This is an optimization exercise on Yosys and OpenROAD, whose aim is small area, not a production implementation. In this exercise RTL edits were held to simulation tests only and were not proved equivalent to the original. Power is estimated from default activity; no workload was simulated.

## flow/design.v (module list and top-level ports; edited modules follow where they fit)
// module mkMAC: 4044 lines
// module fa: 6 lines
// module han: 6 lines
// module ha: 6 lines
module mkMAC(CLK,
	     RST_N,
	     get_values_multiplicand1,
	     get_values_multiplicand2,
	     get_values_addend,
	     get_values_mode,
	     EN_get_values,
	     RDY_get_values,
	     mac_result,
	     RDY_mac_result);
  // ...
==> flow/flow/run.sh <==
#!/bin/bash
# Layout flow: the standard ORFS flow, with the port buffers made from
# sky130_fd_sc_hd__buf_1 instead of the cell buffer_ports picks by default.
set -euo pipefail
bash standard.sh 'BUFFER_PORTS_ARGS=-buffer_cell sky130_fd_sc_hd__buf_1' finish > standard_flow.log 2>&1
==> flow/standard.sh <==
#!/bin/bash
# synth_recipe.tcl (not shown) runs the flow's synth.tcl, then flattens the netlist and writes it again
# the make line also repeats each setting of config.mk as NAME=value (left out here)
make -C /OpenROAD-flow-scripts/flow DESIGN_CONFIG=/design/flow/config.mk WORK_HOME=/design/flow/orfs CLKGATE_MAP_FILE= SYNTH_SCRIPT=/design/flow/synth_recipe.tcl "${@:-finish}"
==> flow/config.mk <==
export PLATFORM = sky130hd
export DESIGN_NAME = mkMAC
export DESIGN_NICKNAME = mkMAC
export VERILOG_FILES = /design/flow/design.v
export SDC_FILE = /design/flow/constraint.sdc
export NUM_CORES = 8
export LEC_CHECK = 0
export CAP_MARGIN = 20
export CORE_MARGIN = 2
export CORE_UTILIZATION = 40
export CTS_BUF_LIST = sky130_fd_sc_hd__clkbuf_4 sky130_fd_sc_hd__clkbuf_8
export GPL_TIMING_DRIVEN = 0
export SLEW_MARGIN = 20
export SYNTH_HIERARCHICAL = 1
export SYNTH_MINIMUM_KEEP_SIZE = 0
==> flow/constraint.sdc <==
create_clock -name core_clock -period 9.0 [get_ports {CLK}]
set_input_delay 1.8000 -clock core_clock [delete_from_list [all_inputs] [get_ports {CLK}]]
set_output_delay 1.8000 -clock core_clock [all_outputs]
set_load 0.01 [all_outputs]
==> out/qor.txt, run 1 <==
Met3 Usage GRT: 9.52%
Gr usage total: 31.7%
Clock-cell share: 3.07%
RSZ-0062 raised after global routing: false
Top pwr grp: combinational logic
Die area: 97,700 um^2
Hold Crit Class: flip-flop to flip-flop
I/O Pins: 327
Final period util: 98.2%
DR WL met3: 17.6 mm
Reg2reg path depth: 23
Crit path top cell by count: fa_1
Post-DRT Antenna Nets: 0
WHS: 0.516 ns
WL final: 155 mm
Non-CTS buffers: 544
Met2 Use GR: 48.8%
Clock Tree Root: clkbuf_8
Sequential cells: 330
DRT iter0 DRCs: 3,794
Post-synthesis adder-cell area fraction: 43.2%
Largest net degree at the start of global routing: 43
Clock skew: 0.0825 ns
Setup Crit Path Kind: primary input to flip-flop
Placed instance count: 5,084
Net Sw Frac: 46.8%
Final instance area: 43,600 um^2
Invs w/o clock: 199
Dpl cell area: 41,500 um^2
Leading cell kind: multi-input gates
Max incr delay on CP: 0.63 ns
Drt pass-1 iters: 9
Cell count along the critical path: 26
Outcome: no timing/DRC/antenna violations
==> module han, before the edit <==
module han(a, b, s, co);
  input a, b;
  output s, co;
  assign s = ~(a ^ b);
  assign co = a | b;
endmodule
==> run 2: changes to the inputs <==
--- a/flow/design.v
+++ b/flow/design.v
@@ -25,18 +25,19 @@
   reg [64:0] hi;          
   reg [64:0] lo;          
   wire differ = (get_values_multiplicand1 != m1) ||
                 (get_values_multiplicand2 != m2) ||
                 (get_values_addend != a) || (get_values_mode != md);
   wire start = EN_get_values && (differ || !valid);
   wire s0 = st[0], s1 = st[1], s2 = st[2], s3 = st[3], s4 = st[4];
   wire [63:0] M = s0 ? get_values_multiplicand1 : m1;
-  wire [1:0] mde = s0 ? get_values_mode : md;
-  wire mo0 = mde == 2'd0, mo1 = mde == 2'd1, mo2 = mde == 2'd2, mo3 = mde == 2'd3;
+  wire pm0 = get_values_mode == 2'd0, pm1 = get_values_mode == 2'd1,
+       pm2 = get_values_mode == 2'd2, pm3 = get_values_mode == 2'd3;
+  wire rm0 = md == 2'd0, rm1 = md == 2'd1, rm2 = md == 2'd2, rm3 = md == 2'd3;
   reg [127:0] Ap, Ar;
   integer k;
   always @(*) begin
     Ap = 128'd0;
     case (get_values_mode)
       2'd0: for (k = 0; k < 8; k = k + 1) Ap[16*k +: 8] = get_values_addend[8*k +: 8];
       2'd1: for (k = 0; k < 4; k = k + 1) Ap[32*k +: 16] = get_values_addend[16*k +: 16];
       2'd2: for (k = 0; k < 2; k = k + 1) Ap[64*k +: 32] = get_values_addend[32*k +: 32];
@@ -51,120 +52,120 @@
     endcase
   end
   wire [12:0] c = ({13{s0}} & get_values_multiplicand2[12:0]) | ({13{s1}} & m2[25:13]) |
                   ({13{s2}} & m2[38:26]) | ({13{s3}} & m2[51:39]) | ({13{s4}} & {1'b0, m2[63:52]});
   wire [12:0] X = ({13{s0}} & Ap[77:65]) | ({13{s1}} & Ar[90:78]) | ({13{s2}} & Ar[103:91]) |
                   ({13{s3}} & Ar[116:104]) | ({13{s4}} & {2'b0, Ar[127:117]});
   wire [64:0] hin = s0 ? Ap[64:0] : hi;
   wire [103:0] cm;
-  assign cm[0] = c[0] & (s0 | (s1 & (mo1 | mo2 | mo3)) | (s2 & (mo2 | mo3)) | (s3 & (mo3)) | (s4 & (mo3)));
-  assign cm[1] = c[0] & ((s0 & (mo1 | mo2 | mo3)) | s1 | (s2 & (mo2 | mo3)) | (s3 & (mo3)) | (s4 & (mo3)));
-  assign cm[2] = c[0] & ((s0 & (mo2 | mo3)) | (s1 & (mo2 | mo3)) | (s2 & (mo1 | mo2 | mo3)) | (s3 & (mo3)) | (s4 & (mo3)));
-  assign cm[3] = c[0] & ((s0 & (mo2 | mo3)) | (s1 & (mo2 | mo3)) | s2 | (s3 & (mo3)) | (s4 & (mo3)));
-  assign cm[4] = c[0] & ((s0 & (mo3)) | (s1 & (mo3)) | (s2 & (mo3)) | s3 | (s4 & (mo2 | mo3)));
-  assign cm[5] = c[0] & ((s0 & (mo3)) | (s1 & (mo3)) | (s2 & (mo3)) | (s3 & (mo1 | mo2 | mo3)) | (s4 & (mo2 | mo3)));
-  assign cm[6] = c[0] & ((s0 & (mo3)) | (s1 & (mo3)) | (s2 & (mo3)) | (s3 & (mo2 | mo3)) | s4);
-  assign cm[7] = c[0] & ((s0 & (mo3)) | (s1 & (mo3)) | (s2 & (mo3)) | (s3 & (mo2 | mo3)) | (s4 & (mo1 | mo2 | mo3)));
-  assign cm[8] = c[1] & (s0 | (s1 & (mo1 | mo2 | mo3)) | (s2 & (mo2 | mo3)) | (s3 & (mo3)) | (s4 & (mo3)));
-  assign cm[9] = c[1] & ((s0 & (mo1 | mo2 | mo3)) | s1 | (s2 & (mo2 | mo3)) | (s3 & (mo3)) | (s4 & (mo3)));
-  assign cm[10] = c[1] & ((s0 & (mo2 | mo3)) | (s1 & (mo2 | mo3)) | (s2 & (mo1 | mo2 | mo3)) | (s3 & (mo3)) | (s4 & (mo3)));
-  assign cm[11] = c[1] & ((s0 & (mo2 | mo3)) | (s1 & (mo2 | mo3)) | s2 | (s3 & (mo3)) | (s4 & (mo3)));
-  assign cm[12] = c[1] & ((s0 & (mo3)) | (s1 & (mo3)) | (s2 & (mo3)) | (s3 & (mo1 | mo2 | mo3)) | (s4 & (mo2 | mo3)));
-  assign cm[13] = c[1] & ((s0 & (mo3)) | (s1 & (mo3)) | (s2 & (mo3)) | s3 | (s4 & (mo2 | mo3)));
-  assign cm[14] = c[1] & ((s0 & (mo3)) | (s1 & (mo3)) | (s2 & (mo3)) | (s3 & (mo2 | mo3)) | s4);
-  assign cm[15] = c[1] & ((s0 & (mo3)) | (s1 & (mo3)) | (s2 & (mo3)) | (s3 & (mo2 | mo3)) | (s4 & (mo1 | mo2 | mo3)));
-  assign cm[16] = c[2] & (s0 | (s1 & (mo1 | mo2 | mo3)) | (s2 & (mo2 | mo3)) | (s3 & (mo3)) | (s4 & (mo3)));
-  assign cm[17] = c[2] & ((s0 & (mo1 | mo2 | mo3)) | s1 | (s2 & (mo2 | mo3)) | (s3 & (mo3)) | (s4 & (mo3)));
-  assign cm[18] = c[2] & ((s0 & (mo2 | mo3)) | (s1 & (mo2 | mo3)) | (s2 & (mo1 | mo2 | mo3)) | (s3 & (mo3)) | (s4 & (mo3)));
-  assign cm[19] = c[2] & ((s0 & (mo2 | mo3)) | (s1 & (mo2 | mo3)) | s2 | (s3 & (mo3)) | (s4 & (mo3)));
-  assign cm[20] = c[2] & ((s0 & (mo3)) | (s1 & (mo3)) | (s2 & (mo3)) | (s3 & (mo1 | mo2 | mo3)) | (s4 & (mo2 | mo3)));
-  assign cm[21] = c[2] & ((s0 & (mo3)) | (s1 & (mo3)) | (s2 & (mo3)) | s3 | (s4 & (mo2 | mo3)));
-  assign cm[22] = c[2] & ((s0 & (mo3)) | (s1 & (mo3)) | (s2 & (mo3)) | (s3 & (mo2 | mo3)) | s4);
-  assign cm[23] = c[2] & ((s0 & (mo3)) | (s1 & (mo3)) | (s2 & (mo3)) | (s3 & (mo2 | mo3)) | (s4 & (mo1 | mo2 | mo3)));
-  assign cm[24] = c[3] & (s0 | (s1 & (mo2 | mo3)) | (s2 & (mo2 | mo3)) | (s3 & (mo3)) | (s4 & (mo3)));
-  assign cm[25] = c[3] & ((s0 & (mo1 | mo2 | mo3)) | (s1 & (mo2 | mo3)) | (s2 & (mo2 | mo3)) | (s3 & (mo3)) | (s4 & (mo3)));
-  assign cm[26] = c[3] & ((s0 & (mo2 | mo3)) | s1 | (s2 & (mo1 | mo2 | mo3)) | (s3 & (mo3)) | (s4 & (mo3)));
-  assign cm[27] = c[3] & ((s0 & (mo2 | mo3)) | (s1 & (mo1 | mo2 | mo3)) | s2 | (s3 & (mo3)) | (s4 & (mo3)));
-  assign cm[28] = c[3] & ((s0 & (mo3)) | (s1 & (mo3)) | (s2 & (mo3)) | (s3 & (mo1 | mo2 | mo3)) | (s4 & (mo2 | mo3)));
-  assign cm[29] = c[3] & ((s0 & (mo3)) | (s1 & (mo3)) | (s2 & (mo3)) | s3 | (s4 & (mo2 | mo3)));
-  assign cm[30] = c[3] & ((s0 & (mo3)) | (s1 & (mo3)) | (s2 & (mo3)) | (s3 & (mo2 | mo3)) | s4);
-  assign cm[31] = c[3] & ((s0 & (mo3)) | (s1 & (mo3)) | (s2 & (mo3)) | (s3 & (mo2 | mo3)) | (s4 & (mo1 | mo2 | mo3)));
-  assign cm[32] = c[4] & (s0 | (s1 & (mo2 | mo3)) | (s2 & (mo2 | mo3)) | (s3 & (mo3)) | (s4 & (mo3)));
-  assign cm[33] = c[4] & ((s0 & (mo1 | mo2 | mo3)) | (s1 & (mo2 | mo3)) | (s2 & (mo2 | mo3)) | (s3 & (mo3)) | (s4 & (mo3)));
-  assign cm[34] = c[4] & ((s0 & (mo2 | mo3)) | s1 | (s2 & (mo1 | mo2 | mo3)) | (s3 & (mo3)) | (s4 & (mo3)));
-  assign cm[35] = c[4] & ((s0 & (mo2 | mo3)) | (s1 & (mo1 | mo2 | mo3)) | s2 | (s3 & (mo3)) | (s4 & (mo3)));
-  assign cm[36] = c[4] & ((s0 & (mo3)) | (s1 & (mo3)) | (s2 & (mo3)) | (s3 & (mo1 | mo2 | mo3)) | (s4 & (mo2 | mo3)));
-  assign cm[37] = c[4] & ((s0 & (mo3)) | (s1 & (mo3)) | (s2 & (mo3)) | s3 | (s4 & (mo2 | mo3)));
-  assign cm[38] = c[4] & ((s0 & (mo3)) | (s1 & (mo3)) | (s2 & (mo3)) | (s3 & (mo2 | mo3)) | (s4 & (mo1 | mo2 | mo3)));
-  assign cm[39] = c[4] & ((s0 & (mo3)) | (s1 & (mo3)) | (s2 & (mo3)) | (s3 & (mo2 | mo3)) | s4);
-  assign cm[40] = c[5] & (s0 | (s1 & (mo2 | mo3)) | (s2 & (mo2 | mo3)) | (s3 & (mo3)) | (s4 & (mo3)));
-  assign cm[41] = c[5] & ((s0 & (mo1 | mo2 | mo3)) | (s1 & (mo2 | mo3)) | (s2 & (mo2 | mo3)) | (s3 & (mo3)) | (s4 & (mo3)));
-  assign cm[42] = c[5] & ((s0 & (mo2 | mo3)) | s1 | (s2 & (mo1 | mo2 | mo3)) | (s3 & (mo3)) | (s4 & (mo3)));
-  assign cm[43] = c[5] & ((s0 & (mo2 | mo3)) | (s1 & (mo1 | mo2 | mo3)) | s2 | (s3 & (mo3)) | (s4 & (mo3)));
-  assign cm[44] = c[5] & ((s0 & (mo3)) | (s1 & (mo3)) | (s2 & (mo3)) | (s3 & (mo1 | mo2 | mo3)) | (s4 & (mo2 | mo3)));
-  assign cm[45] = c[5] & ((s0 & (mo3)) | (s1 & (mo3)) | (s2 & (mo3)) | s3 | (s4 & (mo2 | mo3)));
-  assign cm[46] = c[5] & ((s0 & (mo3)) | (s1 & (mo3)) | (s2 & (mo3)) | (s3 & (mo2 | mo3)) | (s4 & (mo1 | mo2 | mo3)));
-  assign cm[47] = c[5] & ((s0 & (mo3)) | (s1 & (mo3)) | (s2 & (mo3)) | (s3 & (mo2 | mo3)) | s4);
-  assign cm[48] = c[6] & (s0 | (s1 & (mo2 | mo3)) | (s2 & (mo3)) | (s3 & (mo3)) | (s4 & (mo3)));
-  assign cm[49] = c[6] & ((s0 & (mo1 | mo2 | mo3)) | (s1 & (mo2 | mo3)) | (s2 & (mo3)) | (s3 & (mo3)) | (s4 & (mo3)));
-  assign cm[50] = c[6] & ((s0 & (mo2 | mo3)) | s1 | (s2 & (mo3)) | (s3 & (mo3)) | (s4 & (mo3)));
-  assign cm[51] = c[6] & ((s0 & (mo2 | mo3)) | (s1 & (mo1 | mo2 | mo3)) | (s2 & (mo3)) | (s3 & (mo3)) | (s4 & (mo3)));
-  assign cm[52] = c[6] & ((s0 & (mo3)) | (s1 & (mo3)) | s2 | (s3 & (mo1 | mo2 | mo3)) | (s4 & (mo2 | mo3)));
-  assign cm[53] = c[6] & ((s0 & (mo3)) | (s1 & (mo3)) | (s2 & (mo1 | mo2 | mo3)) | s3 | (s4 & (mo2 | mo3)));
-  assign cm[54] = c[6] & ((s0 & (mo3)) | (s1 & (mo3)) | (s2 & (mo2 | mo3)) | (s3 & (mo2 | mo3)) | (s4 & (mo1 | mo2 | mo3)));
-  assign cm[55] = c[6] & ((s0 & (mo3)) | (s1 & (mo3)) | (s2 & (mo2 | mo3)) | (s3 & (mo2 | mo3)) | s4);
-  assign cm[56] = c[7] & (s0 | (s1 & (mo2 | mo3)) | (s2 & (mo3)) | (s3 & (mo3)) | (s4 & (mo3)));
-  assign cm[57] = c[7] & ((s0 & (mo1 | mo2 | mo3)) | (s1 & (mo2 | mo3)) | (s2 & (mo3)) | (s3 & (mo3)) | (s4 & (mo3)));
-  assign cm[58] = c[7] & ((s0 & (mo2 | mo3)) | s1 | (s2 & (mo3)) | (s3 & (mo3)) | (s4 & (mo3)));
-  assign cm[59] = c[7] & ((s0 & (mo2 | mo3)) | (s1 & (mo1 | mo2 | mo3)) | (s2 & (mo3)) | (s3 & (mo3)) | (s4 & (mo3)));
-  assign cm[60] = c[7] & ((s0 & (mo3)) | (s1 & (mo3)) | s2 | (s3 & (mo1 | mo2 | mo3)) | (s4 & (mo2 | mo3)));
-  assign cm[61] = c[7] & ((s0 & (mo3)) | (s1 & (mo3)) | (s2 & (mo1 | mo2 | mo3)) | s3 | (s4 & (mo2 | mo3)));
-  assign cm[62] = c[7] & ((s0 & (mo3)) | (s1 & (mo3)) | (s2 & (mo2 | mo3)) | (s3 & (mo2 | mo3)) | (s4 & (mo1 | mo2 | mo3)));
-  assign cm[63] = c[7] & ((s0 & (mo3)) | (s1 & (mo3)) | (s2 & (mo2 | mo3)) | (s3 & (mo2 | mo3)) | s4);
-  assign cm[64] = c[8] & ((s0 & (mo1 | mo2 | mo3)) | (s1 & (mo2 | mo3)) | (s2 & (mo3)) | (s3 & (mo3)) | (s4 & (mo3)));
-  assign cm[65] = c[8] & (s0 | (s1 & (mo2 | mo3)) | (s2 & (mo3)) | (s3 & (mo3)) | (s4 & (mo3)));
-  assign cm[66] = c[8] & ((s0 & (mo2 | mo3)) | s1 | (s2 & (mo3)) | (s3 & (mo3)) | (s4 & (mo3)));
-  assign cm[67] = c[8] & ((s0 & (mo2 | mo3)) | (s1 & (mo1 | mo2 | mo3)) | (s2 & (mo3)) | (s3 & (mo3)) | (s4 & (mo3)));
-  assign cm[68] = c[8] & ((s0 & (mo3)) | (s1 & (mo3)) | s2 | (s3 & (mo1 | mo2 | mo3)) | (s4 & (mo2 | mo3)));
-  assign cm[69] = c[8] & ((s0 & (mo3)) | (s1 & (mo3)) | (s2 & (mo1 | mo2 | mo3)) | s3 | (s4 & (mo2 | mo3)));
-  assign cm[70] = c[8] & ((s0 & (mo3)) | (s1 & (mo3)) | (s2 & (mo2 | mo3)) | (s3 & (mo2 | mo3)) | (s4 & (mo1 | mo2 | mo3)));
-  assign cm[71] = c[8] & ((s0 & (mo3)) | (s1 & (mo3)) | (s2 & (mo2 | mo3)) | (s3 & (mo2 | mo3)) | s4);
-  assign cm[72] = c[9] & ((s0 & (mo1 | mo2 | mo3)) | (s1 & (mo2 | mo3)) | (s2 & (mo3)) | (s3 & (mo3)) | (s4 & (mo3)));
-  assign cm[73] = c[9] & (s0 | (s1 & (mo2 | mo3)) | (s2 & (mo3)) | (s3 & (mo3)) | (s4 & (mo3)));
-  assign cm[74] = c[9] & ((s0 & (mo2 | mo3)) | s1 | (s2 & (mo3)) | (s3 & (mo3)) | (s4 & (mo3)));
-  assign cm[75] = c[9] & ((s0 & (mo2 | mo3)) | (s1 & (mo1 | mo2 | mo3)) | (s2 & (mo3)) | (s3 & (mo3)) | (s4 & (mo3)));
-  assign cm[76] = c[9] & ((s0 & (mo3)) | (s1 & (mo3)) | s2 | (s3 & (mo2 | mo3)) | (s4 & (mo2 | mo3)));
-  assign cm[77] = c[9] & ((s0 & (mo3)) | (s1 & (mo3)) | (s2 & (mo1 | mo2 | mo3)) | (s3 & (mo2 | mo3)) | (s4 & (mo2 | mo3)));
-  assign cm[78] = c[9] & ((s0 & (mo3)) | (s1 & (mo3)) | (s2 & (mo2 | mo3)) | s3 | (s4 & (mo1 | mo2 | mo3)));
-  assign cm[79] = c[9] & ((s0 & (mo3)) | (s1 & (mo3)) | (s2 & (mo2 | mo3)) | (s3 & (mo1 | mo2 | mo3)) | s4);
-  assign cm[80] = c[10] & ((s0 & (mo1 | mo2 | mo3)) | (s1 & (mo2 | mo3)) | (s2 & (mo3)) | (s3 & (mo3)) | (s4 & (mo3)));
-  assign cm[81] = c[10] & (s0 | (s1 & (mo2 | mo3)) | (s2 & (mo3)) | (s3 & (mo3)) | (s4 & (mo3)));
-  assign cm[82] = c[10] & ((s0 & (mo2 | mo3)) | s1 | (s2 & (mo3)) | (s3 & (mo3)) | (s4 & (mo3)));
-  assign cm[83] = c[10] & ((s0 & (mo2 | mo3)) | (s1 & (mo1 | mo2 | mo3)) | (s2 & (mo3)) | (s3 & (mo3)) | (s4 & (mo3)));
-  assign cm[84] = c[10] & ((s0 & (mo3)) | (s1 & (mo3)) | s2 | (s3 & (mo2 | mo3)) | (s4 & (mo2 | mo3)));
-  assign cm[85] = c[10] & ((s0 & (mo3)) | (s1 & (mo3)) | (s2 & (mo1 | mo2 | mo3)) | (s3 & (mo2 | mo3)) | (s4 & (mo2 | mo3)));
-  assign cm[86] = c[10] & ((s0 & (mo3)) | (s1 & (mo3)) | (s2 & (mo2 | mo3)) | s3 | (s4 & (mo1 | mo2 | mo3)));
-  assign cm[87] = c[10] & ((s0 & (mo3)) | (s1 & (mo3)) | (s2 & (mo2 | mo3)) | (s3 & (mo1 | mo2 | mo3)) | s4);
-  assign cm[88] = c[11] & ((s0 & (mo1 | mo2 | mo3)) | (s1 & (mo2 | mo3)) | (s2 & (mo3)) | (s3 & (mo3)) | (s4 & (mo3)));
-  assign cm[89] = c[11] & (s0 | (s1 & (mo2 | mo3)) | (s2 & (mo3)) | (s3 & (mo3)) | (s4 & (mo3)));
-  assign cm[90] = c[11] & ((s0 & (mo2 | mo3)) | (s1 & (mo1 | mo2 | mo3)) | (s2 & (mo3)) | (s3 & (mo3)) | (s4 & (mo3)));
-  assign cm[91] = c[11] & ((s0 & (mo2 | mo3)) | s1 | (s2 & (mo3)) | (s3 & (mo3)) | (s4 & (mo3)));
-  assign cm[92] = c[11] & ((s0 & (mo3)) | (s1 & (mo3)) | s2 | (s3 & (mo2 | mo3)) | (s4 & (mo2 | mo3)));
-  assign cm[93] = c[11] & ((s0 & (mo3)) | (s1 & (mo3)) | (s2 & (mo1 | mo2 | mo3)) | (s3 & (mo2 | mo3)) | (s4 & (mo2 | mo3)));
-  assign cm[94] = c[11] & ((s0 & (mo3)) | (s1 & (mo3)) | (s2 & (mo2 | mo3)) | s3 | (s4 & (mo1 | mo2 | mo3)));
-  assign cm[95] = c[11] & ((s0 & (mo3)) | (s1 & (mo3)) | (s2 & (mo2 | mo3)) | (s3 & (mo1 | mo2 | mo3)) | s4);
-  assign cm[96] = c[12] & ((s0 & (mo1 | mo2 | mo3)) | (s1 & (mo2 | mo3)) | (s2 & (mo3)) | (s3 & (mo3)));
-  assign cm[97] = c[12] & (s0 | (s1 & (mo2 | mo3)) | (s2 & (mo3)) | (s3 & (mo3)));
-  assign cm[98] = c[12] & ((s0 & (mo2 | mo3)) | (s1 & (mo1 | mo2 | mo3)) | (s2 & (mo3)) | (s3 & (mo3)));
-  assign cm[99] = c[12] & ((s0 & (mo2 | mo3)) | s1 | (s2 & (mo3)) | (s3 & (mo3)));
-  assign cm[100] = c[12] & ((s0 & (mo3)) | (s1 & (mo3)) | s2 | (s3 & (mo2 | mo3)));
-  assign cm[101] = c[12] & ((s0 & (mo3)) | (s1 & (mo3)) | (s2 & (mo1 | mo2 | mo3)) | (s3 & (mo2 | mo3)));
-  assign cm[102] = c[12] & ((s0 & (mo3)) | (s1 & (mo3)) | (s2 & (mo2 | mo3)) | s3);
-  assign cm[103] = c[12] & ((s0 & (mo3)) | (s1 & (mo3)) | (s2 & (mo2 | mo3)) | (s3 & (mo1 | mo2 | mo3)));
+  assign cm[0] = c[0] & (s0 | (s1 & (rm1 | rm2 | rm3)) | (s2 & (rm2 | rm3)) | (s3 & (rm3)) | (s4 & (rm3)));
+  assign cm[1] = c[0] & ((s0 & (pm1 | pm2 | pm3)) | s1 | (s2 & (rm2 | rm3)) | (s3 & (rm3)) | (s4 & (rm3)));
+  assign cm[2] = c[0] & ((s0 & (pm2 | pm3)) | (s1 & (rm2 | rm3)) | (s2 & (rm1 | rm2 | rm3)) | (s3 & (rm3)) | (s4 & (rm3)));
+  assign cm[3] = c[0] & ((s0 & (pm2 | pm3)) | (s1 & (rm2 | rm3)) | s2 | (s3 & (rm3)) | (s4 & (rm3)));
+  assign cm[4] = c[0] & ((s0 & (pm3)) | (s1 & (rm3)) | (s2 & (rm3)) | s3 | (s4 & (rm2 | rm3)));
+  assign cm[5] = c[0] & ((s0 & (pm3)) | (s1 & (rm3)) | (s2 & (rm3)) | (s3 & (rm1 | rm2 | rm3)) | (s4 & (rm2 | rm3)));
+  assign cm[6] = c[0] & ((s0 & (pm3)) | (s1 & (rm3)) | (s2 & (rm3)) | (s3 & (rm2 | rm3)) | s4);
+  assign cm[7] = c[0] & ((s0 & (pm3)) | (s1 & (rm3)) | (s2 & (rm3)) | (s3 & (rm2 | rm3)) | (s4 & (rm1 | rm2 | rm3)));
+  assign cm[8] = c[1] & (s0 | (s1 & (rm1 | rm2 | rm3)) | (s2 & (rm2 | rm3)) | (s3 & (rm3)) | (s4 & (rm3)));
+  assign cm[9] = c[1] & ((s0 & (pm1 | pm2 | pm3)) | s1 | (s2 & (rm2 | rm3)) | (s3 & (rm3)) | (s4 & (rm3)));
+  assign cm[10] = c[1] & ((s0 & (pm2 | pm3)) | (s1 & (rm2 | rm3)) | (s2 & (rm1 | rm2 | rm3)) | (s3 & (rm3)) | (s4 & (rm3)));
+  assign cm[11] = c[1] & ((s0 & (pm2 | pm3)) | (s1 & (rm2 | rm3)) | s2 | (s3 & (rm3)) | (s4 & (rm3)));
+  assign cm[12] = c[1] & ((s0 & (pm3)) | (s1 & (rm3)) | (s2 & (rm3)) | (s3 & (rm1 | rm2 | rm3)) | (s4 & (rm2 | rm3)));
+  assign cm[13] = c[1] & ((s0 & (pm3)) | (s1 & (rm3)) | (s2 & (rm3)) | s3 | (s4 & (rm2 | rm3)));
+  assign cm[14] = c[1] & ((s0 & (pm3)) | (s1 & (rm3)) | (s2 & (rm3)) | (s3 & (rm2 | rm3)) | s4);
+  assign cm[15] = c[1] & ((s0 & (pm3)) | (s1 & (rm3)) | (s2 & (rm3)) | (s3 & (rm2 | rm3)) | (s4 & (rm1 | rm2 | rm3)));
+  assign cm[16] = c[2] & (s0 | (s1 & (rm1 | rm2 | rm3)) | (s2 & (rm2 | rm3)) | (s3 & (rm3)) | (s4 & (rm3)));
+  assign cm[17] = c[2] & ((s0 & (pm1 | pm2 | pm3)) | s1 | (s2 & (rm2 | rm3)) | (s3 & (rm3)) | (s4 & (rm3)));
+  assign cm[18] = c[2] & ((s0 & (pm2 | pm3)) | (s1 & (rm2 | rm3)) | (s2 & (rm1 | rm2 | rm3)) | (s3 & (rm3)) | (s4 & (rm3)));
+  assign cm[19] = c[2] & ((s0 & (pm2 | pm3)) | (s1 & (rm2 | rm3)) | s2 | (s3 & (rm3)) | (s4 & (rm3)));
+  assign cm[20] = c[2] & ((s0 & (pm3)) | (s1 & (rm3)) | (s2 & (rm3)) | (s3 & (rm1 | rm2 | rm3)) | (s4 & (rm2 | rm3)));
+  assign cm[21] = c[2] & ((s0 & (pm3)) | (s1 & (rm3)) | (s2 & (rm3)) | s3 | (s4 & (rm2 | rm3)));
+  assign cm[22] = c[2] & ((s0 & (pm3)) | (s1 & (rm3)) | (s2 & (rm3)) | (s3 & (rm2 | rm3)) | s4);
+  assign cm[23] = c[2] & ((s0 & (pm3)) | (s1 & (rm3)) | (s2 & (rm3)) | (s3 & (rm2 | rm3)) | (s4 & (rm1 | rm2 | rm3)));
+  assign cm[24] = c[3] & (s0 | (s1 & (rm2 | rm3)) | (s2 & (rm2 | rm3)) | (s3 & (rm3)) | (s4 & (rm3)));
+  assign cm[25] = c[3] & ((s0 & (pm1 | pm2 | pm3)) | (s1 & (rm2 | rm3)) | (s2 & (rm2 | rm3)) | (s3 & (rm3)) | (s4 & (rm3)));
+  assign cm[26] = c[3] & ((s0 & (pm2 | pm3)) | s1 | (s2 & (rm1 | rm2 | rm3)) | (s3 & (rm3)) | (s4 & (rm3)));
+  assign cm[27] = c[3] & ((s0 & (pm2 | pm3)) | (s1 & (rm1 | rm2 | rm3)) | s2 | (s3 & (rm3)) | (s4 & (rm3)));
+  assign cm[28] = c[3] & ((s0 & (pm3)) | (s1 & (rm3)) | (s2 & (rm3)) | (s3 & (rm1 | rm2 | rm3)) | (s4 & (rm2 | rm3)));
+  assign cm[29] = c[3] & ((s0 & (pm3)) | (s1 & (rm3)) | (s2 & (rm3)) | s3 | (s4 & (rm2 | rm3)));
+  assign cm[30] = c[3] & ((s0 & (pm3)) | (s1 & (rm3)) | (s2 & (rm3)) | (s3 & (rm2 | rm3)) | s4);
+  assign cm[31] = c[3] & ((s0 & (pm3)) | (s1 & (rm3)) | (s2 & (rm3)) | (s3 & (rm2 | rm3)) | (s4 & (rm1 | rm2 | rm3)));
+  assign cm[32] = c[4] & (s0 | (s1 & (rm2 | rm3)) | (s2 & (rm2 | rm3)) | (s3 & (rm3)) | (s4 & (rm3)));
+  assign cm[33] = c[4] & ((s0 & (pm1 | pm2 | pm3)) | (s1 & (rm2 | rm3)) | (s2 & (rm2 | rm3)) | (s3 & (rm3)) | (s4 & (rm3)));
+  assign cm[34] = c[4] & ((s0 & (pm2 | pm3)) | s1 | (s2 & (rm1 | rm2 | rm3)) | (s3 & (rm3)) | (s4 & (rm3)));
+  assign cm[35] = c[4] & ((s0 & (pm2 | pm3)) | (s1 & (rm1 | rm2 | rm3)) | s2 | (s3 & (rm3)) | (s4 & (rm3)));
+  assign cm[36] = c[4] & ((s0 & (pm3)) | (s1 & (rm3)) | (s2 & (rm3)) | (s3 & (rm1 | rm2 | rm3)) | (s4 & (rm2 | rm3)));
+  assign cm[37] = c[4] & ((s0 & (pm3)) | (s1 & (rm3)) | (s2 & (rm3)) | s3 | (s4 & (rm2 | rm3)));
+  assign cm[38] = c[4] & ((s0 & (pm3)) | (s1 & (rm3)) | (s2 & (rm3)) | (s3 & (rm2 | rm3)) | (s4 & (rm1 | rm2 | rm3)));
+  assign cm[39] = c[4] & ((s0 & (pm3)) | (s1 & (rm3)) | (s2 & (rm3)) | (s3 & (rm2 | rm3)) | s4);
+  assign cm[40] = c[5] & (s0 | (s1 & (rm2 | rm3)) | (s2 & (rm2 | rm3)) | (s3 & (rm3)) | (s4 & (rm3)));
+  assign cm[41] = c[5] & ((s0 & (pm1 | pm2 | pm3)) | (s1 & (rm2 | rm3)) | (s2 & (rm2 | rm3)) | (s3 & (rm3)) | (s4 & (rm3)));
+  assign cm[42] = c[5] & ((s0 & (pm2 | pm3)) | s1 | (s2 & (rm1 | rm2 | rm3)) | (s3 & (rm3)) | (s4 & (rm3)));
+  assign cm[43] = c[5] & ((s0 & (pm2 | pm3)) | (s1 & (rm1 | rm2 | rm3)) | s2 | (s3 & (rm3)) | (s4 & (rm3)));
+  assign cm[44] = c[5] & ((s0 & (pm3)) | (s1 & (rm3)) | (s2 & (rm3)) | (s3 & (rm1 | rm2 | rm3)) | (s4 & (rm2 | rm3)));
+  assign cm[45] = c[5] & ((s0 & (pm3)) | (s1 & (rm3)) | (s2 & (rm3)) | s3 | (s4 & (rm2 | rm3)));
+  assign cm[46] = c[5] & ((s0 & (pm3)) | (s1 & (rm3)) | (s2 & (rm3)) | (s3 & (rm2 | rm3)) | (s4 & (rm1 | rm2 | rm3)));
+  assign cm[47] = c[5] & ((s0 & (pm3)) | (s1 & (rm3)) | (s2 & (rm3)) | (s3 & (rm2 | rm3)) | s4);
+  assign cm[48] = c[6] & (s0 | (s1 & (rm2 | rm3)) | (s2 & (rm3)) | (s3 & (rm3)) | (s4 & (rm3)));
+  assign cm[49] = c[6] & ((s0 & (pm1 | pm2 | pm3)) | (s1 & (rm2 | rm3)) | (s2 & (rm3)) | (s3 & (rm3)) | (s4 & (rm3)));
+  assign cm[50] = c[6] & ((s0 & (pm2 | pm3)) | s1 | (s2 & (rm3)) | (s3 & (rm3)) | (s4 & (rm3)));
+  assign cm[51] = c[6] & ((s0 & (pm2 | pm3)) | (s1 & (rm1 | rm2 | rm3)) | (s2 & (rm3)) | (s3 & (rm3)) | (s4 & (rm3)));
+  assign cm[52] = c[6] & ((s0 & (pm3)) | (s1 & (rm3)) | s2 | (s3 & (rm1 | rm2 | rm3)) | (s4 & (rm2 | rm3)));
+  assign cm[53] = c[6] & ((s0 & (pm3)) | (s1 & (rm3)) | (s2 & (rm1 | rm2 | rm3)) | s3 | (s4 & (rm2 | rm3)));
+  assign cm[54] = c[6] & ((s0 & (pm3)) | (s1 & (rm3)) | (s2 & (rm2 | rm3)) | (s3 & (rm2 | rm3)) | (s4 & (rm1 | rm2 | rm3)));
+  assign cm[55] = c[6] & ((s0 & (pm3)) | (s1 & (rm3)) | (s2 & (rm2 | rm3)) | (s3 & (rm2 | rm3)) | s4);
+  assign cm[56] = c[7] & (s0 | (s1 & (rm2 | rm3)) | (s2 & (rm3)) | (s3 & (rm3)) | (s4 & (rm3)));
+  assign cm[57] = c[7] & ((s0 & (pm1 | pm2 | pm3)) | (s1 & (rm2 | rm3)) | (s2 & (rm3)) | (s3 & (rm3)) | (s4 & (rm3)));
+  assign cm[58] = c[7] & ((s0 & (pm2 | pm3)) | s1 | (s2 & (rm3)) | (s3 & (rm3)) | (s4 & (rm3)));
+  assign cm[59] = c[7] & ((s0 & (pm2 | pm3)) | (s1 & (rm1 | rm2 | rm3)) | (s2 & (rm3)) | (s3 & (rm3)) | (s4 & (rm3)));
+  assign cm[60] = c[7] & ((s0 & (pm3)) | (s1 & (rm3)) | s2 | (s3 & (rm1 | rm2 | rm3)) | (s4 & (rm2 | rm3)));
+  assign cm[61] = c[7] & ((s0 & (pm3)) | (s1 & (rm3)) | (s2 & (rm1 | rm2 | rm3)) | s3 | (s4 & (rm2 | rm3)));
+  assign cm[62] = c[7] & ((s0 & (pm3)) | (s1 & (rm3)) | (s2 & (rm2 | rm3)) | (s3 & (rm2 | rm3)) | (s4 & (rm1 | rm2 | rm3)));
+  assign cm[63] = c[7] & ((s0 & (pm3)) | (s1 & (rm3)) | (s2 & (rm2 | rm3)) | (s3 & (rm2 | rm3)) | s4);
+  assign cm[64] = c[8] & ((s0 & (pm1 | pm2 | pm3)) | (s1 & (rm2 | rm3)) | (s2 & (rm3)) | (s3 & (rm3)) | (s4 & (rm3)));
+  assign cm[65] = c[8] & (s0 | (s1 & (rm2 | rm3)) | (s2 & (rm3)) | (s3 & (rm3)) | (s4 & (rm3)));
+  assign cm[66] = c[8] & ((s0 & (pm2 | pm3)) | s1 | (s2 & (rm3)) | (s3 & (rm3)) | (s4 & (rm3)));
+  assign cm[67] = c[8] & ((s0 & (pm2 | pm3)) | (s1 & (rm1 | rm2 | rm3)) | (s2 & (rm3)) | (s3 & (rm3)) | (s4 & (rm3)));
+  assign cm[68] = c[8] & ((s0 & (pm3)) | (s1 & (rm3)) | s2 | (s3 & (rm1 | rm2 | rm3)) | (s4 & (rm2 | rm3)));
+  assign cm[69] = c[8] & ((s0 & (pm3)) | (s1 & (rm3)) | (s2 & (rm1 | rm2 | rm3)) | s3 | (s4 & (rm2 | rm3)));
+  assign cm[70] = c[8] & ((s0 & (pm3)) | (s1 & (rm3)) | (s2 & (rm2 | rm3)) | (s3 & (rm2 | rm3)) | (s4 & (rm1 | rm2 | rm3)));
+  assign cm[71] = c[8] & ((s0 & (pm3)) | (s1 & (rm3)) | (s2 & (rm2 | rm3)) | (s3 & (rm2 | rm3)) | s4);
+  assign cm[72] = c[9] & ((s0 & (pm1 | pm2 | pm3)) | (s1 & (rm2 | rm3)) | (s2 & (rm3)) | (s3 & (rm3)) | (s4 & (rm3)));
+  assign cm[73] = c[9] & (s0 | (s1 & (rm2 | rm3)) | (s2 & (rm3)) | (s3 & (rm3)) | (s4 & (rm3)));
+  assign cm[74] = c[9] & ((s0 & (pm2 | pm3)) | s1 | (s2 & (rm3)) | (s3 & (rm3)) | (s4 & (rm3)));
+  assign cm[75] = c[9] & ((s0 & (pm2 | pm3)) | (s1 & (rm1 | rm2 | rm3)) | (s2 & (rm3)) | (s3 & (rm3)) | (s4 & (rm3)));
+  assign cm[76] = c[9] & ((s0 & (pm3)) | (s1 & (rm3)) | s2 | (s3 & (rm2 | rm3)) | (s4 & (rm2 | rm3)));
+  assign cm[77] = c[9] & ((s0 & (pm3)) | (s1 & (rm3)) | (s2 & (rm1 | rm2 | rm3)) | (s3 & (rm2 | rm3)) | (s4 & (rm2 | rm3)));
+  assign cm[78] = c[9] & ((s0 & (pm3)) | (s1 & (rm3)) | (s2 & (rm2 | rm3)) | s3 | (s4 & (rm1 | rm2 | rm3)));
+  assign cm[79] = c[9] & ((s0 & (pm3)) | (s1 & (rm3)) | (s2 & (rm2 | rm3)) | (s3 & (rm1 | rm2 | rm3)) | s4);
+  assign cm[80] = c[10] & ((s0 & (pm1 | pm2 | pm3)) | (s1 & (rm2 | rm3)) | (s2 & (rm3)) | (s3 & (rm3)) | (s4 & (rm3)));
+  assign cm[81] = c[10] & (s0 | (s1 & (rm2 | rm3)) | (s2 & (rm3)) | (s3 & (rm3)) | (s4 & (rm3)));
+  assign cm[82] = c[10] & ((s0 & (pm2 | pm3)) | s1 | (s2 & (rm3)) | (s3 & (rm3)) | (s4 & (rm3)));
+  assign cm[83] = c[10] & ((s0 & (pm2 | pm3)) | (s1 & (rm1 | rm2 | rm3)) | (s2 & (rm3)) | (s3 & (rm3)) | (s4 & (rm3)));
+  assign cm[84] = c[10] & ((s0 & (pm3)) | (s1 & (rm3)) | s2 | (s3 & (rm2 | rm3)) | (s4 & (rm2 | rm3)));
+  assign cm[85] = c[10] & ((s0 & (pm3)) | (s1 & (rm3)) | (s2 & (rm1 | rm2 | rm3)) | (s3 & (rm2 | rm3)) | (s4 & (rm2 | rm3)));
+  assign cm[86] = c[10] & ((s0 & (pm3)) | (s1 & (rm3)) | (s2 & (rm2 | rm3)) | s3 | (s4 & (rm1 | rm2 | rm3)));
+  assign cm[87] = c[10] & ((s0 & (pm3)) | (s1 & (rm3)) | (s2 & (rm2 | rm3)) | (s3 & (rm1 | rm2 | rm3)) | s4);
+  assign cm[88] = c[11] & ((s0 & (pm1 | pm2 | pm3)) | (s1 & (rm2 | rm3)) | (s2 & (rm3)) | (s3 & (rm3)) | (s4 & (rm3)));
+  assign cm[89] = c[11] & (s0 | (s1 & (rm2 | rm3)) | (s2 & (rm3)) | (s3 & (rm3)) | (s4 & (rm3)));
+  assign cm[90] = c[11] & ((s0 & (pm2 | pm3)) | (s1 & (rm1 | rm2 | rm3)) | (s2 & (rm3)) | (s3 & (rm3)) | (s4 & (rm3)));
+  assign cm[91] = c[11] & ((s0 & (pm2 | pm3)) | s1 | (s2 & (rm3)) | (s3 & (rm3)) | (s4 & (rm3)));
+  assign cm[92] = c[11] & ((s0 & (pm3)) | (s1 & (rm3)) | s2 | (s3 & (rm2 | rm3)) | (s4 & (rm2 | rm3)));
+  assign cm[93] = c[11] & ((s0 & (pm3)) | (s1 & (rm3)) | (s2 & (rm1 | rm2 | rm3)) | (s3 & (rm2 | rm3)) | (s4 & (rm2 | rm3)));
+  assign cm[94] = c[11] & ((s0 & (pm3)) | (s1 & (rm3)) | (s2 & (rm2 | rm3)) | s3 | (s4 & (rm1 | rm2 | rm3)));
+  assign cm[95] = c[11] & ((s0 & (pm3)) | (s1 & (rm3)) | (s2 & (rm2 | rm3)) | (s3 & (rm1 | rm2 | rm3)) | s4);
+  assign cm[96] = c[12] & ((s0 & (pm1 | pm2 | pm3)) | (s1 & (rm2 | rm3)) | (s2 & (rm3)) | (s3 & (rm3)));
+  assign cm[97] = c[12] & (s0 | (s1 & (rm2 | rm3)) | (s2 & (rm3)) | (s3 & (rm3)));
+  assign cm[98] = c[12] & ((s0 & (pm2 | pm3)) | (s1 & (rm1 | rm2 | rm3)) | (s2 & (rm3)) | (s3 & (rm3)));
+  assign cm[99] = c[12] & ((s0 & (pm2 | pm3)) | s1 | (s2 & (rm3)) | (s3 & (rm3)));
+  assign cm[100] = c[12] & ((s0 & (pm3)) | (s1 & (rm3)) | s2 | (s3 & (rm2 | rm3)));
+  assign cm[101] = c[12] & ((s0 & (pm3)) | (s1 & (rm3)) | (s2 & (rm1 | rm2 | rm3)) | (s3 & (rm2 | rm3)));
+  assign cm[102] = c[12] & ((s0 & (pm3)) | (s1 & (rm3)) | (s2 & (rm2 | rm3)) | s3);
+  assign cm[103] = c[12] & ((s0 & (pm3)) | (s1 & (rm3)) | (s2 & (rm2 | rm3)) | (s3 & (rm1 | rm2 | rm3)));
   wire [64:0] hn = ~hin;
   wire [12:0] xn = ~X;
   wire [63:0] ppn0;
   assign ppn0[0] = ~(M[0] & cm[0]);
   assign ppn0[1] = ~(M[1] & cm[0]);
   assign ppn0[2] = ~(M[2] & cm[0]);
   assign ppn0[3] = ~(M[3] & cm[0]);
   assign ppn0[4] = ~(M[4] & cm[0]);
@@ -4046,17 +4047,27 @@
   input a, b, c;
   output s, co;
   assign s = a ^ b ^ c;
   assign co = (a & b) | (a & c) | (b & c);
 endmodule
 module han(a, b, s, co);
   input a, b;
   output s, co;
-  assign s = ~(a ^ b);
-  assign co = a | b;
+  xnr ux (.a(a), .b(b), .y(s));
+  orr uo (.a(a), .b(b), .y(co));
+endmodule
+module xnr(a, b, y);
+  input a, b;
+  output y;
+  assign y = ~(a ^ b);
+endmodule
+module orr(a, b, y);
+  input a, b;
+  output y;
+  assign y = a | b;
 endmodule
 module ha(a, b, s, co);
   input a, b;
   output s, co;
   assign s = a ^ b;
   assign co = a & b;
 endmodule
--- a/flow/config.mk
+++ b/flow/config.mk
@@ -4,12 +4,15 @@
 export VERILOG_FILES = /design/flow/design.v
 export SDC_FILE = /design/flow/constraint.sdc
 export NUM_CORES = 8
 export LEC_CHECK = 0
 export CAP_MARGIN = 20
 export CORE_MARGIN = 2
 export CORE_UTILIZATION = 40
 export CTS_BUF_LIST = sky130_fd_sc_hd__clkbuf_4 sky130_fd_sc_hd__clkbuf_8
+export CTS_CLUSTER_DIAMETER = 60
+export CTS_CLUSTER_SIZE = 18
 export GPL_TIMING_DRIVEN = 0
+export SETUP_SLACK_MARGIN = 0.1
 export SLEW_MARGIN = 20
 export SYNTH_HIERARCHICAL = 1
 export SYNTH_MINIMUM_KEEP_SIZE = 0
==> out/qor.txt, run 2 <==
Clock buffer depth: 3
Worst EP required: 9.50 ns
H-tree Lvls: 2
FF-to-FF Start: st[4]$_SDFFE_PP0N_
I/O Pins: 327 (unchanged)
Reg2reg path depth: 24 (+4.3%)
Clock Tree Root: clkbuf_8
Num CTS Buffers: 43
Congestion Overflow GR: 0
Worst reg2reg endpoint: hi[49]$_DFFE_PP_
Yosys warns: 7
Tightest Pin Transition: 1.18 ns
Count leader, synth: nand2_1
Endpoints failing hold: 0
Clock skew: 0.0675 ns (-0.0150 ns)
Most frequent cells after synthesis: 934 x nand2_1, 762 x fa_1, 324 x edfxtp_1
Die Y: 313 um
Drt pass-1 iters: 8 (-1)
Commonest non-fill, non-tap cell in the layout: nand2_1
WHS: 0.530 ns (+0.0141 ns)
Critical path endpoint category: flip-flop
Worst-path maximum fanout: 8
Crit start category: primary input
CTS tree: yes
Top cells by area, synth: fa_1 40%, edfxtp_1 26%, nand2_1 9.2%
Port Buffers: 325
Hold Startpoint: valid$_SDFFE_PN0P_
Ys async rst share: 0%
Synthesized netlist cell count: 3,486
Slew Limit Fails: 0
Post-DP HPWL: 130 mm
Mapped Area: 38,100 um^2
Mean Syn Cell Area: 10.9 um^2
Initial antenna violation count: 69
Most common flop cell mapped by yosys: edfxtp_1
Clock sink count: 330
Die area: 97,900 um^2 (+0.17%)
Drt wl/cell: 29.6 um
Top cell type's share of synthesized area: 40.0%
Post-synth EDFFs: 324
First-pass GRT wire length: 218 mm
Most frequent cells in the layout: 933 x nand2_1, 762 x fa_1, 331 x buf_1
Worst-path clk slew: 0.09 ns
Vias per cell: 5.83
Hold-fix buffers, CTS: 0
Max_cap viols: 0
P_leak: 12.4 nW
Cell Rows: 113
Hold path depth: 1
Cell variety after synth: 69
Largest net degree at the start of global routing: 39 (-9.3%)
Routability congestion estimate: 1.03
Max_slew headroom: 20.3%
WL final: 154 mm (-0.69%)
Synth area leader: fa_1
Maximum vdd ir drop: 0.000394 V
Seq/Total Area, Yosys: 25.8%
Final TNS setup: 0 ns
Gr usage total: 31.4% (-0.28 points)
Reg2reg setup slack: 0.34 ns
Filler instances: 9,196
DRT iter0 DRCs: 3,413 (-10%)
Pwr Density: 360 nW/um^2
Initial core utilization: 40.3%
Fmax: 115 MHz
Regs by FF count: hi: 65 flops, lo: 65 flops
Via count: 30,300
Layout area overhead: 12.6%
Worst hold endpoint: valid$_SDFFE_PN0P_
Final routed DRC violation total: 0
Number of global-route vias before repair: 30,800
Finished Layout Cells: 5,203
Flops & latches, synth: 330
Worst-Skew Late Latency: 0.77 ns
Outcome: no timing/DRC/antenna violations
Hold Crit Class: flip-flop to flip-flop
Placed instance count: 5,097 (+0.26%)
Final nets: 4,923
Share of layout cells above drive strength 1: 8.28%
Crit path DAT: 9.21 ns
Final period util: 96.8% (-1.4 points)
Core Region: 94,700 um^2
RSZ-0062 raised after global routing: true
Post-DRT Antenna Nets: 0 (unchanged)
Final setup viols: 0
Min Tclk post-route: 8.71 ns
Setup Crit Path Kind: primary input to flip-flop
Die width: 313 um
==> run 2: cell count changes in the layout (fill, tap and decap cells not counted), moves of 15 or more <==
cell and delta:
inv_1 -38, clkbuf_1 +24, clkbuf_4 -30, xnor2_1 +29, nand2_1 +17, nor2_1 +29, clkbuf_8 -26, nor2_4 -22
nand2b_1 +15
==> run 2: per-stage QoR <==
stage / worst slack [ns] / utilization [%] / area, um^2 / total power, mW
2_1_floorplan: 0.824 / - / 38100 / 11.0
3_3_place_gp: -6.96 / 43.2 / 40900 / 13.7
3_5_place_dp: -1.31 / 43.8 / 41500 / 13.9
4_1_cts: 0.108 / 45.1 / 42700 / 15.5
5_1_grt: 0.0680 / 45.3 / 42900 / 16.9
6_report: 0.291 / 45.4 / 43000 / 15.5
==> run 2: cell type report <==
cell class	instances	area, um^2	area share, %
sequential	330	9860	22.9
multi-input combinational	2808	27200	63.3
tap	1265	1580	3.68
clock inverter	35	464	1.08
antenna	24	60.1	0.140
buffer	185	973	2.27
inverter	161	604	1.41
timing repair buffer	351	1630	3.79
clock buffer	44	599	1.40
==> run 2: where the power goes <==
part	internal (mW)	switching [mW]	total, mW
combinational	4.50	6.32	10.8
sequential	2.89	0.309	3.20
clock	0.680	0.782	1.46
==> run 2: layer usage <==
metal / up-vias / track usage (%) / part of all wire (%)
met5: - / 0 / 0.37
met4: 90 / 15.3 / 5.7
met3: 437 / 11.1 / 12
met2: 1855 / 47.2 / 44
met1: 15500 / 40.5 / 38
li1: 12400 / - / -
==> run 2: Yosys stat by module, one instance, submodules excluded, excerpt <==
module,flip-flops and latches,area (um^2),times used
fa,0,20.0,755
mkMAC,330,22800,1
orr,0,6.26,13
xnr,0,8.76,13
==> run 2: repair_timing <==
| item | CTS | global route |
|---|---|---|
| resized for setup | 50 | 50 |
| pin swaps | 1 | 5 |
| setup endpoints to repair | 59 | 29 |
| setup buffers | 2 | 3 |
==> run 2: cells by family (layout without fill, tap and decap cells) <==
group           after synthesis  after routing  synth area share, %
compound gates              429            429                 7.86
xor+xnor                    172            172                 3.95
fa+ha+maj                   846            846                 42.7
buf+inv                     348            776                 4.06
flops                       330            330                 25.8
mux                          50             50                 1.44
other cells                   1             25              0.00983
simple gates               1310           1310                 14.1
==> run 2: worst max-delay path, cell delays in order <==
cell	delay, ns
buf_1	0.17
ha_4	0.26
a22oi_1	0.37
nand2_1	0.23
a211oi_4	0.51
nor2_1	0.30
nand2_1	0.17
fa_1	0.45
fa_1	0.49
fa_1	0.54
fa_1	0.44
fa_1	0.55
fa_1	0.46
ha_1	0.38
nand4_1	0.29
nor3_1	0.34
nand2_1	0.14
a31oi_4	0.32
o21ai_0	0.25
o211ai_4	0.19
a211oi_2	0.16
o21bai_1	0.24
xnor2_1	0.13
==> run 2: how the worst max path moves through the flow <==
stage	start	to	slack [ns]
2_1_floorplan	get_values_multiplicand2[1]	hi[49]$_DFFE_PP_	0.82
3_3_place_gp	EN_get_values	hi[27]$_DFFE_PP_	-6.96
3_5_place_dp	get_values_mode[1]	hi[52]$_DFFE_PP_	-1.31
4_1_cts	get_values_mode[0]	hi[64]$_DFFE_PP_	0.11
5_1_grt	get_values_mode[1]	hi[52]$_DFFE_PP_	0.07
6_report	get_values_mode[1]	hi[64]$_DFFE_PP_	0.29
==> run 3: changes to the inputs <==
==> flow/flow/run.sh (replaced) <==
#!/bin/bash
# Layout flow: the standard ORFS flow, with the port buffers made from
# sky130_fd_sc_hd__buf_1 and the synthesis buffers removed before placement
# (the resizer rebuffers where needed), and cells on paths with slack sized
# down after global routing.
set -euo pipefail
bash standard.sh 'BUFFER_PORTS_ARGS=-buffer_cell sky130_fd_sc_hd__buf_1' REMOVE_ABC_BUFFERS=1 RECOVER_POWER=100 finish > standard_flow.log 2>&1
--- a/flow/config.mk
+++ b/flow/config.mk
@@ -12,7 +12,7 @@
 export CTS_CLUSTER_DIAMETER = 60
 export CTS_CLUSTER_SIZE = 18
 export GPL_TIMING_DRIVEN = 0
-export SETUP_SLACK_MARGIN = 0.1
+export SETUP_SLACK_MARGIN = 0.2
 export SLEW_MARGIN = 20
 export SYNTH_HIERARCHICAL = 1
 export SYNTH_MINIMUM_KEEP_SIZE = 0
==> out/qor.txt, run 3 <==
Max_slew headroom: -58.1% (-78 points)
Cell Rows: 113 (unchanged)
Final setup viols: 0 (unchanged)
M1 GR Usage: 37.8% (-2.7 points)
Routability congestion estimate: 0.989 (-3.9%)
FF-to-FF Start: st[1]$_SDFFE_PN0P_
Hold Startpoint: valid$_SDFFE_PN0P_
Post-synth EDFFs: 324 (unchanged)
Crit start category: primary input
Clock Tree Root: clkbuf_8
Post-DP HPWL: 119 mm (-8.2%)
Reg2reg setup slack: 0.50 ns (+0.16 ns)
Crit path top cell by count: fa_1
P_int: 7.89 mW (-2.2%)
Worst-path maximum fanout: 25 (+17)
Net Sw Power: 7.33 mW (-1.1%)
Seq/Total Area, Yosys: 25.8% (unchanged)
Initial core utilization: 40.3% (unchanged)
Tightest Pin Transition: 2.37 ns (+1.19 ns)
Drt pass-1 iters: 6 (-2)
Yosys warns: 7 (unchanged)
Initial antenna violation count: 52 (-25%)
Slew Limit Fails: 216 (+216)
Ys async rst share: 0% (unchanged)
XOR/XNOR Fraction of Synth Area: 3.95% (unchanged)
I/O Pins: 327 (unchanged)
Worst-path clk slew: 0.10 ns (about the same)
Die width: 313 um (unchanged)
WHS: 0.600 ns (+0.0696 ns)
Die area: 97,900 um^2 (unchanged)
Top cells by area, synth: fa_1 40%, edfxtp_1 26%, nand2_1 9.2%
Flops & latches, synth: 330 (unchanged)
Mean Syn Cell Area: 10.9 um^2 (unchanged)
Maximum vdd ir drop: 0.000359 V (-8.7%)
Worst EP required: 9.44 ns (-0.06 ns)
Largest net degree at the start of global routing: 67 (+72%)
Clock buffer depth: 3 (unchanged)
Regs by FF count: hi: 65 flops, lo: 65 flops
Largest family of logic cells by synthesized area: adder cells
Worst hold endpoint: valid$_SDFFE_PN0P_
Flop pwr share: 20.8% (+0.2 points)
Most frequent cells after synthesis: 934 x nand2_1, 762 x fa_1, 324 x edfxtp_1
Top delay family on crit path: adder cells
Hold path depth: 1 (unchanged)
Post-synthesis adder-cell area fraction: 42.7% (unchanged)
Hold Crit Class: flip-flop to flip-flop
Layout Check Fail Reasons: capacitance limit, slew limit
RSZ-0062 raised after global routing: true
CP max-delay cell: fa_1
Core Region: 94,700 um^2 (unchanged)
Drt wl/cell: 28.4 um (-4.1%)
Clock skew: 0.0980 ns (+0.0305 ns)
Cell variety after synth: 69 (unchanged)
P_leak: 12.0 nW (-3.4%)
Synthesized netlist cell count: 3,486 (unchanged)
Met3 Usage GRT: 11.1% (about the same)
Final routed DRC violation total: 0 (unchanged)
Reg2reg path depth: 21 (-13%)
DRT iter0 DRCs: 3,299 (-3.3%)
Port Buffers: 325 (unchanged)
Simple-gate share of the synthesized area: 14.1% (unchanged)
Min Tclk post-route: 8.63 ns (-0.0833 ns)
Most common flop cell mapped by yosys: edfxtp_1
Vias per cell: 5.82 (about the same)
Post-DRT Antenna Nets: 0 (unchanged)
Met2 Use GR: 44.9% (-2.3 points)
Most frequent cells in the layout: 933 x nand2_1, 762 x fa_1, 324 x edfxtp_1
Via count: 29,300 (-3.2%)
Clock sink count: 330 (unchanged)
Final period util: 95.8% (-0.93 points)
Final nets: 4,763 (-3.3%)
Layout area overhead: 10.7%
Pwr Density: 361 nW/um^2 (about the same)
Worst-Skew Late Latency: 0.74 ns (-0.03 ns)
Gr usage total: 29.3% (-2.1 points)
Share of layout cells above drive strength 1: 6.79% (-1.5 points)
Top cell type's share of synthesized area: 40.0% (unchanged)
Combinational fraction of design power: 70.0% (about the same)
Hold-fix buffers, CTS: 0 (unchanged)
First-pass GRT wire length: 207 mm (-5.2%)
WL final: 143 mm (-7.1%)
Die Y: 313 um (unchanged)
Setup Crit Path Kind: primary input to flip-flop
Outcome: finished with violations
CTS tree: yes
Crit path DAT: 9.07 ns (-0.14 ns)
Clock network power share: 9.2% (-0.2 points)
Final TNS setup: 0 ns (unchanged)
H-tree Lvls: 2 (unchanged)
Most crowded layer after global routing: met2
Net Sw Frac: 48.2% (+0.29 points)
Commonest non-fill, non-tap cell in the layout: nand2_1
Max_cap viols: 7 (+7)
Max incr delay on CP: 0.57 ns (+0.02 ns)
Mapped Area: 38,100 um^2 (unchanged)
Congestion Overflow GR: 0 (unchanged)
Count leader, synth: nand2_1
Synth area leader: fa_1
Num CTS Buffers: 44 (+2.3%)
Number of global-route vias before repair: 29,800 (-3.1%)
Worst reg2reg endpoint: hi[64]$_DFFE_PP_
Endpoints failing hold: 0 (unchanged)
Fmax: 116 MHz (+0.97%)
Critical path endpoint category: flip-flop
Buf+Inv Stages, Crit Path: 4 (+3)
Mux share of post-synthesis cell area: 1.44% (unchanged)
Synth Area in Compound Gates: 7.86% (unchanged)
## run 3: cell counts after synthesis
No cell type changed its count.
## run 3: metrics by stage
step	util [%]	cells	worst slack (ns)	cell area (um^2)	power (mW)
2_1_floorplan	-	3299	-1.64	37200	10.8
3_3_place_gp	42.2	4889	-7.96	40000	13.6
3_5_place_dp	43.3	4929	-1.53	41000	13.8
4_1_cts	44.6	5015	0.208	42200	15.3
5_1_grt	44.5	5025	0.0942	42200	16.7
6_report	44.6	5039	0.374	42200	15.2
## run 3: cell families after synthesis
group | after synthesis
simple gates | 1310
fa+ha+maj | 846
compound gates | 429
buf+inv | 348
flops | 330
xor+xnor | 172
mux | 50
other cells | 1
## run 3: power groups by stage
stage / registers, mW / logic [mW] / clock network, mW
2_1_floorplan: 3.15 / 7.64 / 0
3_3_place_gp: 3.23 / 10.3 / 0
3_5_place_dp: 3.20 / 10.6 / 0
4_1_cts: 3.17 / 10.7 / 1.43
5_1_grt: 3.18 / 12.0 / 1.48
6_report: 3.16 / 10.7 / 1.41
## run 3: layout make-up
cell class / count / area (um^2)
Clock buffer: 50 / 657
Multi-Input combinational cell: 2808 / 27300
Clock inverter: 30 / 390
Fill cell: 9028 / 52500
Sequential cell: 330 / 9860
Antenna cell: 20 / 50.0
Timing Repair Buffer: 375 / 1830
Tap cell: 1265 / 1580
Inverter: 161 / 607
## run 3: worst max path at each step
| stage | startpoint | end | slack [ns] | cells past startpoint |
|---|---|---|---|---|
| 6_report | get_values_mode[0] | hi[64]$_DFFE_PP_ | 0.37 | 25 |
| 5_1_grt | st[1]$_SDFFE_PN0P_ | hi[64]$_DFFE_PP_ | 0.09 | 21 |
| 4_1_cts | get_values_mode[1] | hi[52]$_DFFE_PP_ | 0.21 | 23 |
| 3_5_place_dp | get_values_mode[1] | hi[52]$_DFFE_PP_ | -1.53 | 23 |
| 3_3_place_gp | EN_get_values | hi[33]$_DFFE_PP_ | -7.96 | 3 |
| 2_1_floorplan | st[0]$_SDFF_PN1_ | hi[52]$_DFFE_PP_ | -1.64 | 21 |
## run 3: repair_timing
item / CTS / global route
pin swaps: 5 / 4
setup endpoints to repair: 43 / 34
setup buffers: 6 / 4
resized for setup: 24 / 34
## run 3: layer usage
layer	share of wire (%)	wire length (um)	vias up
met1	38	53800	15100
met3	13	18200	343
li1	-	-	12100
met2	45	64300	1708
met4	4.5	6510	66
met5	0.30	424	-
## run 3: modules after synthesis (local to each module, per instance), excerpt
module / cells inside / copies in the design / flip-flops and latches / cell area, um^2
xnr: 1 / 13 / 0 / 8.76
fa: 1 / 755 / 0 / 20.0
mkMAC: 2705 / 1 / 330 / 22800
orr: 1 / 13 / 0 / 6.26
==> run 4: changes to the inputs <==
==> flow/flow/run.sh (replaced) <==
#!/bin/bash
# Layout flow: the standard ORFS flow, with the port buffers made from
# sky130_fd_sc_hd__buf_1 and the synthesis buffers removed before placement
# (the resizer rebuffers where needed).
set -euo pipefail
bash standard.sh 'BUFFER_PORTS_ARGS=-buffer_cell sky130_fd_sc_hd__buf_1' REMOVE_ABC_BUFFERS=1 finish > standard_flow.log 2>&1
--- a/flow/config.mk
+++ b/flow/config.mk
@@ -12,7 +12,7 @@
 export CTS_CLUSTER_DIAMETER = 60
 export CTS_CLUSTER_SIZE = 18
 export GPL_TIMING_DRIVEN = 0
-export SETUP_SLACK_MARGIN = 0.2
+export SETUP_SLACK_MARGIN = 0.1
 export SLEW_MARGIN = 20
 export SYNTH_HIERARCHICAL = 1
 export SYNTH_MINIMUM_KEEP_SIZE = 0
==> out/qor.txt, run 4 <==
Flop pwr share: 20.7% (about the same)
Clock network power share: 9.2% (about the same)
Regs by FF count: hi: 65 flops, lo: 65 flops
Mapped Area: 38,100 um^2 (unchanged)
Worst hold endpoint: valid$_SDFFE_PN0P_
Clock skew: 0.104 ns (+0.00618 ns)
Reg2reg setup slack: 0.65 ns (+0.15 ns)
Hold path depth: 1 (unchanged)
Die width: 313 um (unchanged)
Post-synth EDFFs: 324 (unchanged)
Count leader, synth: nand2_1
DRT iter0 DRCs: 3,366 (+2.0%)
Most frequent cells after synthesis: 934 x nand2_1, 762 x fa_1, 324 x edfxtp_1
Yosys warns: 7 (unchanged)
Endpoints failing hold: 0 (unchanged)
Worst-path maximum fanout: 17 (-32%)
Cell variety after synth: 69 (unchanged)
Met2 WL post-DR: 63.9 mm (-0.68%)
Crit start category: primary input
Final period util: 96.7% (+0.86 points)
Core Region: 94,700 um^2 (unchanged)
Ys async rst share: 0% (unchanged)
Fmax: 115 MHz (-0.89%)
RSZ-0062 raised after global routing: true
Crit path DAT: 9.15 ns (+0.08 ns)
Synth area leader: fa_1
Final routed DRC violation total: 0 (unchanged)
Min Tclk post-route: 8.70 ns (+0.0774 ns)
Routability congestion estimate: 0.989 (unchanged)
Initial antenna violation count: 50 (-3.8%)
Placed instance count: 4,929 (unchanged)
Filler instances: 9,012 (-0.18%)
Final nets: 4,762 (-0.021%)
First-pass GRT wire length: 207 mm (-0.12%)
Pwr Density: 361 nW/um^2 (about the same)
Number of global-route vias before repair: 29,800 (+0.084%)
P_int: 7.90 mW (about the same)
Die area: 97,900 um^2 (unchanged)
Vias per cell: 5.82 (about the same)
Gr usage total: 29.3% (about the same)
Outcome: no timing/DRC/antenna violations
Via count: 29,300 (-0.027%)
Finished Layout Cells: 5,039 (unchanged)
Clock buffer depth: 3 (unchanged)
Tightest Pin Transition: 1.08 ns (-1.29 ns)
Die Y: 313 um (unchanged)
Clock sink count: 330 (unchanged)
P_leak: 12.0 nW (+0.68%)
Initial core utilization: 40.3% (unchanged)
Critical path endpoint category: flip-flop
Slew Limit Fails: 0 (-100%)
Clock Tree Root: clkbuf_8
FF-to-FF Start: st[0]$_SDFF_PN1_
Final TNS setup: 0 ns (unchanged)
Met1 WL: 53.8 mm (about the same)
Maximum vdd ir drop: 0.000360 V (+0.24%)
Hold Crit Class: flip-flop to flip-flop
Reg2reg path depth: 25 (+19%)
Synthesized netlist cell count: 3,486 (unchanged)
Net Sw Frac: 48.3% (+0.19 points)
Worst-path clk slew: 0.10 ns (about the same)
Hold Startpoint: valid$_SDFFE_PN0P_
H-tree Lvls: 2 (unchanged)
Largest net degree at the start of global routing: 67 (unchanged)
Most common flop cell mapped by yosys: edfxtp_1
Most frequent cells in the layout: 933 x nand2_1, 762 x fa_1, 324 x edfxtp_1
Max_cap viols: 0 (-7)
CTS tree: yes
Max_slew headroom: 27.5% (+86 points)
Port Buffers: 325 (unchanged)
Worst reg2reg endpoint: hi[52]$_DFFE_PP_
run 4: cell count changes in the layout (fill, tap and decap cells not counted), sizes merged:
cell | before | now
diode | 20 | 21
buf | 294 | 372
clkbuf | 131 | 52
run 4: per-stage QoR:
stage                     power (mW)  hold slack [ns]  instance area (um^2)  utilization, %  setup WS (ns)
after global routing            16.7            0.638                 42400            44.7         0.0739
after global placement          13.6            0.605                 40000            42.2          -7.96
after floorplan                 10.8            0.454                 37200               -          -1.64
after CTS                       15.3            0.628                 42200            44.5         0.0868
after detailed placement        13.8            0.614                 41000            43.3          -1.53
final                           15.3            0.611                 42400            44.8          0.297
run 4: routing by layer:
| metal | track usage, % | vias up |
|---|---|---|
| met5 | 0 | - |
| met4 | 11.8 | 66 |
| met3 | 11.3 | 344 |
| met2 | 44.6 | 1661 |
| met1 | 37.7 | 15200 |
| li1 | - | 12100 |
run 4: worst max-delay path, cell delays in order:
cell and delay [ns]:
clkbuf_2 0.15, inv_1 0.14, ha_1 0.83, nor2_1 0.46, o311ai_0 0.81, o21ai_0 0.41
fa_1 0.55, fa_1 0.41, fa_1 0.56, fa_1 0.43, ha_1 0.36, nand4_1 0.23
nor3_4 0.30, nand3_1 0.20, nor2_4 0.25, o211ai_4 0.24, a21oi_1 0.34, inv_1 0.09
fa_1 0.38, xor2_1 0.17
run 4: cell families (layout without fill, tap and decap cells):
family                   after synthesis  in the layout  share of synthesized area [%]
AO/OA/AOI/OAI                        429            429                           7.86
AND/OR/NAND/NOR                     1310           1310                           14.1
multiplexers                          50             50                           1.44
flip-flops                           330            330                           25.8
XOR/XNOR                             172            172                           3.95
adder cells (fa/ha/maj)              846            846                           42.7
other                                  1             22                        0.00983
buffers and inverters                348            615                           4.06
run 4: worst max-delay path by stage:
stage | start | end | cells after the start
floorplan | st[0]$_SDFF_PN1_ | hi[52]$_DFFE_PP_ | 21
global placement | EN_get_values | hi[33]$_DFFE_PP_ | 3
detailed placement | get_values_mode[1] | hi[52]$_DFFE_PP_ | 23
CTS | get_values_mode[1] | hi[52]$_DFFE_PP_ | 22
global route | get_values_mode[0] | hi[49]$_DFFE_PP_ | 23
finish | get_values_mode[1] | hi[52]$_DFFE_PP_ | 20
run 4: repair_timing:
item	CTS	global route
cloned	0	0
setup endpoints to repair	40	34
resized for setup	15	36
setup buffers	4	5
pin swaps	5	4
hold buffers	0	0
run 4: per-module statistics from Yosys (local to each module, per instance), a selection:
| module | copies in the design | cells inside | area (um^2) |
|---|---|---|---|
| mkMAC | 1 | 2705 | 22800 |
| fa | 755 | 1 | 20.0 |
| orr | 13 | 1 | 6.26 |
| xnr | 13 | 1 | 8.76 |
run 4: final cells by class:
type	instances	area [um^2]	share of cell area, %
Clock buffer	50	657	1.55
Clock inverter	30	390	0.921
Antenna cell	21	52.6	0.124
Timing Repair Buffer	374	1970	4.64
Multi-Input combinational cell	2808	27300	64.3
Inverter	161	607	1.43
Sequential cell	330	9870	23.3
Tap cell	1265	1580	3.73
run 4: power by group through the flow:
stage | logic [mW] | registers, mW | clock network, mW
after floorplan | 7.64 | 3.15 | 0
after global placement | 10.3 | 3.23 | 0
after detailed placement | 10.6 | 3.20 | 0
after CTS | 10.7 | 3.17 | 1.43
after global routing | 12.1 | 3.18 | 1.48
final | 10.7 | 3.16 | 1.41

[what the ideal ports hide]
In the flow no input, the clock included, has a driving cell. The finished layouts below were timed again as built, in two steps.
Step 1, drivers: a clkbuf_16 drives CLK and a buf_2 each remaining input, both assumed.
Step 2 also shifts input and output timing later by t, the mid clock arrival at the registers, as if the neighbouring blocks saw the same clock.
Three values: ideal ports, drivers, drivers and shift; two values: the first two.
| run | t, ns | setup slack, ns |
|---|---|---|
| run 1 | 0.784 | 0.166 / 0.083 / -0.701 |
| run 2 | 0.796 | 0.291 / 0.266 / -0.530 |
| run 3 | 0.756 | 0.374 / 0.361 / -0.395 |
| run 4 | 0.765 | 0.297 / 0.267 / -0.498 |
